Background: an optimization exercise with open tools, aiming at a short achievable clock period and few clock cycles per item. Do not read the settings as production practice. In this exercise RTL edits were held to simulation tests only and were not proved equivalent to the original. No activity file was given, so power comes from the tool's default toggle rates.

// top_cpu
module top_cpu#(
  parameter ADDR_WIDTH       = 32,
  parameter DATA_WIDTH       = 32
)(
  input                   clk,
  input                   rst,
  output [ADDR_WIDTH-1:0] imem_addr,
  input  [DATA_WIDTH-1:0] imem_rdata,
  output [ADDR_WIDTH-1:0] dmem_addr,
  output                  dmem_re,
  output                  dmem_we,
  output [DATA_WIDTH-1:0] dmem_wdata,
  input  [DATA_WIDTH-1:0] dmem_rdata,
  output                  retire_valid,
  output [ADDR_WIDTH-1:0] retire_pc,
  output                  retire_rd_we,
  output [4:0]            retire_rd,
  output [DATA_WIDTH-1:0] retire_rd_wdata
);
  localparam BI = 5;
  localparam BN = 1 << BI;
  reg  [31:0] pc_f;
  reg         bht_v   [0:BN-1];
  reg  [9-BI:0] bht_tag [0:BN-1];
  reg  [1:0]  bht_ctr [0:BN-1];
  reg         v_e;
  reg  [31:0] pc_e;
  reg  [31:0] a_e, b_e, s_e;           
  reg         fa_m_e, fb_m_e, fs_m_e;  
  reg  [4:0]  rd_e;
  reg         wr_e;                    
  reg         ld_e, st_e, br_e;        
  reg  [2:0]  f3_e;
  reg         sel_add_e, sel_slt_e, sel_sltu_e, sel_xor_e, sel_or_e, sel_and_e;
  reg         sel_sll_e, sel_srl_e, sel_sra_e;
  reg         sub_e;
  reg         bq_eq_e, bq_lt_e, bq_ltu_e, bq_inv_e;    
  reg         pred_e;
  reg         hit_e;
  reg  [1:0]  ctr_e;
  reg  [31:0] pcp4_e;
  reg  [12:0] offb_e;                  
  reg         v_m;
  reg  [31:0] pc_m;
  reg  [31:0] res_m;
  reg  [4:0]  rd_m;
  reg         wr_m;
  reg         ld_m;
  reg  [2:0]  f3_m;
  reg  [31:0] daddr_q, dwdata_q;
  reg         dre_q, dwe_q;
  reg         bu_v, bu_t, bu_hit;      
  reg  [1:0]  bu_ctr;
  reg         v_w;
  reg  [31:0] pc_w;
  reg  [4:0]  rd_w;
  reg         wr_w;
  reg  [31:0] rwd_w;
  reg  [31:0] rf [1:31];
  wire [31:0] ld_x = (f3_m == 3'b000) ? {{24{dmem_rdata[7]}}, dmem_rdata[7:0]} :
                     (f3_m == 3'b001) ? {{16{dmem_rdata[15]}}, dmem_rdata[15:0]} :
                     (f3_m == 3'b100) ? {24'd0, dmem_rdata[7:0]} :
                     (f3_m == 3'b101) ? {16'd0, dmem_rdata[15:0]} : dmem_rdata;
  wire [31:0] wd_x = ld_m ? ld_x : res_m;
  wire [31:0] ir    = imem_rdata;
  wire [6:0]  opc_f = ir[6:0];
  ...
Size in the first run: ~10000 cells after synthesis, ~94000 um2 of cells after synthesis.
Settings: LEC_CHECK=0, CAP_MARGIN=20, CORE_MARGIN=2, CORE_UTILIZATION=40, CTS_CLUSTER_DIAMETER=60, CTS_CLUSTER_SIZE=20, SLEW_MARGIN=20, SYNTH_HIERARCHICAL=1, SYNTH_MINIMUM_KEEP_SIZE=0; clock period 12.0 ns.
standard.sh (not shown) runs the stock make flow with config.mk's settings and CLKGATE_MAP_FILE= SYNTH_SCRIPT=/design/flow/synth_recipe.tcl, a recipe that flattens the netlist after the stock synthesis.
==> flow/flow/run.sh <==
#!/bin/bash
# The standard layout, with timing repair aimed well below the clock period:
# SETUP_SLACK_MARGIN asks repair_timing for that much slack at the design's
# 12 ns clock, so the achieved period is pushed toward 12 - margin.
set -euo pipefail
bash standard.sh SETUP_SLACK_MARGIN=8.5 finish > standard_make.log 2>&1
Testbench counts at the start, summed over its fixed seeds: cycles 24,956, instrs 24,000.
Rerun with:
--- a/flow/design.v
+++ b/flow/design.v
@@ -255,13 +255,12 @@
   wire [31:0] r1_f, r2_f, b_f;
   mux u_r1 (.input1(rf1_f), .sel(~m1_f), .input2({32{m1_f}} & wd_x), .out_data(r1_f));
   mux u_r2 (.input1(rf2_f), .sel(~m2_f), .input2({32{m2_f}} & wd_x), .out_data(r2_f));
   mux u_b  (.input1(rf2_f), .sel(~use_imm_f & ~m2_f),
             .input2(use_imm_f ? imm_f : ({32{m2_f}} & wd_x)), .out_data(b_f));
   wire stall_f = ld_e & wr_e & ((rs1_f == rd_e) | (use_rs2_f & (rs2_f == rd_e)));
-  reg  rp_f;                               
   wire alu_any = is_r_f | is_i_f;
   wire f_add  = (alu_any & f3_f == 3'b000 & ~(is_r_f & f7_f)) | is_ld_f | is_st_f;
   wire f_sub  = is_r_f & f3_f == 3'b000 & f7_f;
   wire f_sll  = alu_any & f3_f == 3'b001;
   wire f_slt  = alu_any & f3_f == 3'b010;
   wire f_sltu = alu_any & f3_f == 3'b011;
@@ -302,21 +301,20 @@
   branch_check u_br (.br(br_e), .fa(fa_m_e), .fb(fb_m_e),
                      .t_eq(bq_eq_e), .t_lt(bq_lt_e), .t_ltu(bq_ltu_e), .inv(bq_inv_e),
                      .eq_ab(eq_ab), .lt_ab(lt_ab), .ltu_ab(ltu_ab),
                      .eq_mb(eq_mb), .lt_mb(lt_mb), .ltu_mb(ltu_mb),
                      .eq_am(eq_am), .lt_am(lt_am), .ltu_am(ltu_am),
                      .eq(eq_x), .lt(lt_x), .ltu(ltu_x), .mis(mis_e));
-  wire        tsel_f  = ~rst & ~mis_e & ~rp_f & pred_f;
-  wire [31:0] nother_f = rst ? 32'd0 : mis_e ? alt_x : rp_f ? pc_e :
+  wire        tsel_f  = ~rst & ~mis_e & ~stall_f & pred_f;
+  wire [31:0] nother_f = rst ? 32'd0 : mis_e ? alt_x : stall_f ? pc_f :
                          pred_f ? 32'd0 : pcp4_f;
   wire [31:0] npc_f;
   mux u_npc (.input1(tgt_f), .sel(tsel_f), .input2(nother_f), .out_data(npc_f));
-  wire go_f = ~stall_f & ~mis_e & ~rp_f;   
+  wire go_f = ~stall_f & ~mis_e;           
   always @(posedge clk) begin
     pc_f <= npc_f;
-    rp_f <= ~rst & stall_f;
     v_e  <= ~rst & go_f;
     wr_e <= ~rst & go_f & wr_f;
     ld_e <= ~rst & go_f & is_ld_f;
     st_e <= ~rst & go_f & is_st_f;
     br_e <= ~rst & go_f & is_br_f;
     pc_e <= pc_f;
Result:
- wire length came out lower by 3.2%
- critical path depth goes up by 1
- final area fell by about 1.2%
- area after synthesis is about the same
- total power shrinks by about 0.7%
- global-route usage drops by 1.1 points
- die area barely changes
- utilization shrinks by 0.59 points
- worst hold slack stays flat
- sequential share of layout area goes up by 0.35 points
- clock skew came out higher by 8.6 ps
- non-clock buffer count fell by 62
- setup slack got worse by 38 ps
- clock-buffer cell count does not change
Testbench counts after the change, summed over its fixed seeds: cycles 24,810, instrs 24,000.

-- port drivers added, routing unchanged --
No port has a modelled driver above. Below, the same layouts with a new extraction and two added sets of constraints. Step 1: set_driving_cell puts a clkbuf_16 on clk and a buf_2 on each other input, an assumption about the parent block. Step 2 also shifts input and output timing later by t, the mid clock arrival at the registers, as if the neighbouring blocks saw the same clock. Slacks: ideal / step 1 / step 2; pairs: ideal / step 1.
run	t (ns)	setup slack, ns	cell pins on the clock port's net
the first run	0.939	8.128 / 7.830 / 6.891	1
the second run	0.947	8.090 / 7.863 / 6.916	1
After both steps setup and hold are still met in every run listed. The setup slack of the first run, which loses most, moves by -0.298 ns with the drivers and by -1.237 ns with both steps.
